What follows belongs to an exercise in optimizing a design on an open flow for small area, a short achievable clock period and few clock cycles per item; a production flow would make more cautious choices.

## tundra
==> module simon_engine, before the edit <==
module simon_engine (
  input  logic           clk,                  
  input  logic           rst,                  
  input  logic           ctrl_in_begin,        
  input  logic [10:0]    ctrl_in_num_blocks,   
  input  logic [63:0]    ctrl_in_key,          
  output logic           done_intr,            
  output logic [31:0]    pt_addra,
  input  logic [31:0]    pt_rd_data,
  output logic [31:0]    ct_addra,
  output logic [31:0]    ct_wr_data,
  output logic [3:0]     ct_wea
);
  localparam int R  = 3;         
  localparam int NS = (32 + R - 1) / R;  
  localparam int RL = 32 - R * (NS - 1);  
  localparam int CW = $clog2(NS);
  localparam logic [61:0] Z = 62'b01100111000011010100100010111110110011100001101010010001011111;
  logic          run;      
  logic [CW-1:0] cnt;      
  logic [10:0]   rd;       
  logic [10:0]   wr;       
  logic [10:0]   left;     
  logic          wea_r, done_r;
  logic          run_n;
  logic [CW-1:0] cnt_n;
  logic [10:0]   rd_n, wr_n, left_n;
  logic          wea_n, done_n;
  always_comb begin
    run_n  = run;
    cnt_n  = cnt;
    rd_n   = rd + 1'b1;
    wr_n   = wr + 1'b1;
    left_n = left - 1'b1;
    wea_n  = 1'b0;
    done_n = 1'b0;
    if (!run) begin
      cnt_n  = '0;
      rd_n   = '0;
      wr_n   = '0;
      left_n = ctrl_in_num_blocks;
      if (ctrl_in_begin) begin
        run_n = 1'b1;
        rd_n  = 11'd1;
      end
    end else if (wea_r) begin
      wea_n  = (left != 11'd1);
      done_n = (left == 11'd2);
      if (left == 11'd1) begin
        run_n = 1'b0;
        rd_n  = '0;
      end
    end else begin
      wr_n   = wr;
      left_n = left;
      if (cnt == CW'(NS - 1)) begin
        wea_n  = 1'b1;
        done_n = (left == 11'd1);
      end else begin
        cnt_n = cnt + 1'b1;
      end
    end
  end
  always_ff @(posedge clk) begin
    if (!rst) begin
      run    <= 1'b0;
      rd     <= '0;
      wea_r  <= 1'b0;
      done_r <= 1'b0;
    end else begin
      run    <= run_n;
      rd     <= rd_n;
      wea_r  <= wea_n;
      done_r <= done_n;
    end
    cnt  <= cnt_n;
    wr   <= wr_n;
    left <= left_n;
  end
  function automatic logic [15:0] ror(input logic [15:0] v, input int s);
    ror = (v >> s) | (v << (16 - s));
  endfunction
  function automatic logic [R-1:0] zbits(input int n);
    zbits = Z[R*n +: R];
  endfunction
  function automatic logic [63:0] kstep(input logic [63:0] k, input logic [R-1:0] zb);
    logic [15:0] kx [0:3+R];
    for (int j = 0; j < 4; j++) kx[j] = k[16*j +: 16];
    for (int j = 0; j < R; j++)
      kx[j+4] = (kx[j] ^ kx[j+1] ^ ror(kx[j+1], 1) ^ 16'hfffc ^ {15'd0, zb[j]})
              ^ (ror(kx[j+3], 3) ^ ror(kx[j+3], 4));
    for (int j = 0; j < 4; j++) kstep[16*j +: 16] = kx[j+R];
  endfunction
  logic [63:0]  ks;
  logic [R-1:0] zr;
  always_ff @(posedge clk) begin
    if (!run)                    ks <= kstep(ctrl_in_key, zbits(0));
    else if (cnt < CW'(NS - 2))  ks <= kstep(ks, zr);
    zr <= zbits(0);
    for (int n = 0; n < NS - 1; n++)
      if (run_n && cnt_n == CW'(n)) zr <= zbits(n + 1);
  end
  localparam int ND = 4 / R;
  logic [16*R-1:0] rk [0:NS-1];
  for (genvar s = 0; s < NS; s++) begin : g_rk
    if (s < ND) begin : g_direct
      assign rk[s] = ctrl_in_key[16*R*s +: 16*R];
    end else if (s == NS - 1) begin : g_last
      assign rk[s] = ks[16*R-1:0];
    end else begin : g_reg
      always_ff @(posedge clk)
        if (run && !wea_r && cnt == CW'(s - 1)) rk[s] <= ks[16*R-1:0];
    end
  end
  function automatic logic [31:0] rounds(input logic [31:0] b, input logic [16*R-1:0] k, input int n);
    logic [15:0] x, y, t;
    x = b[31:16];
    y = b[15:0];
    for (int j = 0; j < n; j++) begin
      t = x;
      x = y ^ ({x[14:0], x[15]} & {x[7:0], x[15:8]}) ^ {x[13:0], x[15:14]} ^ k[16*j +: 16];
      y = t;
    end
    rounds = {x, y};
  endfunction
  logic [31:0] d [0:NS];
  assign d[0] = pt_rd_data;
  for (genvar s = 0; s < NS; s++) begin : g_stage
    always_ff @(posedge clk)
      d[s+1] <= rounds(d[s], rk[s], (s == NS - 1) ? RL : R);
  end
  assign pt_addra   = {19'd0, rd, 2'b00};
  assign ct_addra   = {19'd0, wr, 2'b00};
  assign ct_wr_data = d[NS];
  assign ct_wea     = {4{wea_r}};
  assign done_intr  = done_r;
endmodule
clock: 4.0 ns
lec_check: 0
abc_clock_period_in_ps: 2100
cap_margin: 20
core_margin: 2
core_utilization: 40
setup_slack_margin: 1.9
slew_margin: 20
run.sh (not shown) runs the stock make flow with config.mk's settings and CLKGATE_MAP_FILE= SYNTH_SCRIPT=/design/flow/synth_recipe.tcl, a recipe that flattens the netlist after the stock synthesis.
tundra reached the end of the flow, and the finished layout is clean on the timing, design-rule and antenna checks.
Edits applied to the flow inputs when going from tundra to umber:
-- flow/design.v --
<<< tundra, line 82
    ror = (v >> s) | (v << (16 - s));
  endfunction
  function automatic logic [R-1:0] zbits(input int n);
    zbits = Z[R*n +: R];
  endfunction
  function automatic logic [63:0] kstep(input logic [63:0] k, input logic [R-1:0] zb);
>>> umber, line 82
    ror = (v >> s) | (v << (16 - s));
  endfunction
  function automatic logic [R-1:0] zbits(input logic [CW-1:0] c);
    zbits = '0;
    for (int n = 0; n < NS; n++)
      if (c == CW'(n)) zbits = Z[R*n +: R];
  endfunction
  function automatic logic [63:0] kstep(input logic [63:0] k, input logic [R-1:0] zb);
<<< tundra, line 93
    for (int j = 0; j < 4; j++) kstep[16*j +: 16] = kx[j+R];
  endfunction
  logic [63:0]  ks;
  logic [R-1:0] zr;
  always_ff @(posedge clk) begin
    if (!run)                    ks <= kstep(ctrl_in_key, zbits(0));
    else if (cnt < CW'(NS - 2))  ks <= kstep(ks, zr);
    zr <= zbits(0);
    for (int n = 0; n < NS - 1; n++)
      if (run_n && cnt_n == CW'(n)) zr <= zbits(n + 1);
  end
  localparam int ND = 4 / R;
  logic [16*R-1:0] rk [0:NS-1];
>>> umber, line 95
    for (int j = 0; j < 4; j++) kstep[16*j +: 16] = kx[j+R];
  endfunction
  logic [63:0] ks;
  wire  [63:0] ks_next = kstep(ks, zbits(cnt));
  always_ff @(posedge clk)
    ks <= run ? ks_next : ctrl_in_key;
  localparam int ND = 4 / R;
  logic [16*R-1:0] rk [0:NS-1];
<<< tundra, line 107
    if (s < ND) begin : g_direct
      assign rk[s] = ctrl_in_key[16*R*s +: 16*R];
    end else if (s == NS - 1) begin : g_last
      assign rk[s] = ks[16*R-1:0];
    end else begin : g_reg
      always_ff @(posedge clk)
        if (run && !wea_r && cnt == CW'(s - 1)) rk[s] <= ks[16*R-1:0];
    end
  end
>>> umber, line 104
    if (s < ND) begin : g_direct
      assign rk[s] = ctrl_in_key[16*R*s +: 16*R];
    end else begin : g_reg
      always_ff @(posedge clk)
        if (run && !wea_r && cnt == CW'(s - 1)) rk[s] <= ks_next[16*R-1:0];
    end
  end
Results
- When umber is measured against tundra, its multi-input gate count turns out 191 lower.
- Run comparison: tundra cell class with the largest area share multi-input gates; umber cell class with the largest area share registers
- Reported for umber and tundra, post-detailed-route count of antenna-violating nets turned out identical to the last digit.
- umber reports a lower final standard cell count with taps included and fillers excluded than tundra does.
- Going from tundra to umber, peak clock frequency supported by timing rose about 1.2%.
No functional check of the RTL was part of any run of this note.

The RTL this note starts from:
==> flow/design.v <==
`timescale 1ns / 1ps
module simon_engine (
  input  logic           clk,                  
  input  logic           rst,                  
  input  logic           ctrl_in_begin,        
  input  logic [10:0]    ctrl_in_num_blocks,   
  input  logic [63:0]    ctrl_in_key,          
  output logic           done_intr,            
  output logic [31:0]    pt_addra,
  input  logic [31:0]    pt_rd_data,
  output logic [31:0]    ct_addra,
  output logic [31:0]    ct_wr_data,
  output logic [3:0]     ct_wea
);
  localparam int R  = 4;         
  localparam int NS = (32 + R - 1) / R;  
  localparam int RL = 32 - R * (NS - 1);  
  localparam int CW = $clog2(NS);
  localparam logic [61:0] Z = 62'b01100111000011010100100010111110110011100001101010010001011111;
  logic          run;      
  logic [CW-1:0] cnt;      
  logic [10:0]   rd;       
  logic [10:0]   wr;       
  logic [10:0]   left;     
  logic          wea_r, done_r;
  logic          run_n;
  logic [CW-1:0] cnt_n;
  logic [10:0]   rd_n, wr_n, left_n;
  logic          wea_n, done_n;
  always_comb begin
    run_n  = run;
    cnt_n  = cnt;
    rd_n   = rd + 1'b1;
    wr_n   = wr + 1'b1;
    left_n = left - 1'b1;
    wea_n  = 1'b0;
    done_n = 1'b0;
    if (!run) begin
      cnt_n  = '0;
      rd_n   = '0;
      wr_n   = '0;
      left_n = ctrl_in_num_blocks;
      if (ctrl_in_begin) begin
        run_n = 1'b1;
        rd_n  = 11'd1;
      end
    end else if (wea_r) begin
      wea_n  = (left != 11'd1);
      done_n = (left == 11'd2);
      if (left == 11'd1) begin
        run_n = 1'b0;
        rd_n  = '0;
      end
    end else begin
      wr_n   = wr;
      left_n = left;
      if (cnt == CW'(NS - 1)) begin
        wea_n  = 1'b1;
        done_n = (left == 11'd1);
      end else begin
        cnt_n = cnt + 1'b1;
      end
    end
  end
  always_ff @(posedge clk) begin
    if (!rst) begin
      run    <= 1'b0;
      rd     <= '0;
      wea_r  <= 1'b0;
      done_r <= 1'b0;
    end else begin
      run    <= run_n;
      rd     <= rd_n;
      wea_r  <= wea_n;
      done_r <= done_n;
    end
    cnt  <= cnt_n;
    wr   <= wr_n;
    left <= left_n;
  end
  function automatic logic [15:0] ror(input logic [15:0] v, input int s);
    ror = (v >> s) | (v << (16 - s));
  endfunction
  function automatic logic [63:0] kstep(input logic [63:0] k, input int i);
    logic [15:0] kx [0:3+R];
    logic [15:0] t;
    for (int j = 0; j < 4; j++) kx[j] = k[16*j +: 16];
    for (int j = 0; j < R; j++) begin
      t = ror(kx[j+3], 3) ^ kx[j+1];
      kx[j+4] = kx[j] ^ t ^ ror(t, 1) ^ 16'hfffc ^ {15'd0, Z[i + j]};
    end
    for (int j = 0; j < 4; j++) kstep[16*j +: 16] = kx[j+R];
  endfunction
  logic [63:0] ks;
  logic [63:0] ks_next;
  always_comb begin
    ks_next = '0;
    for (int c = 0; c < NS; c++)
      if (cnt == CW'(c)) ks_next = kstep(ks, R * c);
  end
  always_ff @(posedge clk)
    ks <= run ? ks_next : ctrl_in_key;
  logic [16*R-1:0] rk [0:NS-1];
  assign rk[0] = ctrl_in_key[16*R-1:0];
  for (genvar s = 1; s < NS; s++) begin : g_rk
    always_ff @(posedge clk)
      if (run && !wea_r && cnt == CW'(s - 1)) rk[s] <= ks_next[16*R-1:0];
  end
  function automatic logic [31:0] rounds(input logic [31:0] b, input logic [16*R-1:0] k, input int n);
    logic [15:0] x, y, t;
    x = b[31:16];
    y = b[15:0];
    for (int j = 0; j < n; j++) begin
      t = x;
      x = y ^ ({x[14:0], x[15]} & {x[7:0], x[15:8]}) ^ {x[13:0], x[15:14]} ^ k[16*j +: 16];
      y = t;
    end
    rounds = {x, y};
  endfunction
  logic [31:0] d [0:NS];
  assign d[0] = pt_rd_data;
  for (genvar s = 0; s < NS; s++) begin : g_stage
    always_ff @(posedge clk)
      d[s+1] <= rounds(d[s], rk[s], (s == NS - 1) ? RL : R);
  end
  assign pt_addra   = {19'd0, rd, 2'b00};
  assign ct_addra   = {19'd0, wr, 2'b00};
  assign ct_wr_data = d[NS];
  assign ct_wea     = {4{wea_r}};
  assign done_intr  = done_r;
endmodule
export LEC_CHECK = 0
export ABC_CLOCK_PERIOD_IN_PS = 1800
export CAP_MARGIN = 20
export CORE_MARGIN = 2
export CORE_UTILIZATION = 40
export SETUP_SLACK_MARGIN = 2.2
export SLEW_MARGIN = 20
create_clock -name core_clock -period 4.0 [get_ports {clk}]
The first run finished clean.
==> next run, changes <==
--- a/flow/design.v
+++ b/flow/design.v
@@ -9,13 +9,13 @@
   output logic [31:0]    pt_addra,
   input  logic [31:0]    pt_rd_data,
   output logic [31:0]    ct_addra,
   output logic [31:0]    ct_wr_data,
   output logic [3:0]     ct_wea
 );
-  localparam int R  = 4;         
+  localparam int R  = 3;         
   localparam int NS = (32 + R - 1) / R;  
   localparam int RL = 32 - R * (NS - 1);  
   localparam int CW = $clog2(NS);
   localparam logic [61:0] Z = 62'b01100111000011010100100010111110110011100001101010010001011111;
   logic          run;      
   logic [CW-1:0] cnt;      
After rerunning:
- The new run went through all stages and came out clean
- die area goes down by about 6%
- first-iteration DRC count falls by about 28%
- final area drops by 11%
- global-route usage shrinks by 3.4 points
- register-to-register slack gains 0.70 ns
- area after synthesis went down by 6.1%
- worst setup slack improves by 0.70 ns
- sequential share of layout area is higher by 6.6 points
- clock-buffer cell count rises by 25
- cell count decreases by 4.9%
- via count is lower by about 15%
No run of this note included a check of the RTL's function; only the layout flow was run.

-- afterwards: timing with drivers on the ports --
Ports are ideal in the flow. The routed layouts listed here were re-timed in OpenROAD.
Step 1 (the two cells are an assumption about what drives the block):
set clk [get_ports {clk}]
set_driving_cell -lib_cell sky130_fd_sc_hd__clkbuf_16 $clk
set_driving_cell -lib_cell sky130_fd_sc_hd__buf_2 [delete_from_list [all_inputs] $clk]
Step 2, shift: input delay + t, output delay - t, t = (earliest + latest rising clock arrival at the registers) / 2. This alone moves slack from input paths to output paths.
Slacks: ideal ports / drivers / drivers and shift; pairs: ideal ports / drivers.
run | t (ns) | slack for setup (ns) | worst setup path at the end | clock arrival spread, ns | cell pins on the clock port's net
tundra | 0.730 | 1.687 / 1.687 / 1.050 | input to register | 0.042 / 0.043 | 1
umber | 0.751 | 1.715 / 1.715 / 1.188 | input to register | 0.050 / 0.050 | 1
the first run of note 2 | 0.744 | 0.661 / 0.661 / 0.614 | input to register | 0.062 / 0.061 | 1
the second run of note 2 | 0.780 | 1.364 / 1.364 / 1.364 | register to register | 0.072 / 0.072 | 1
After both steps setup and hold are still met in every run listed. For tundra, which loses most, drivers alone change the setup slack by 0.000 ns; drivers and shift together by -0.637 ns.
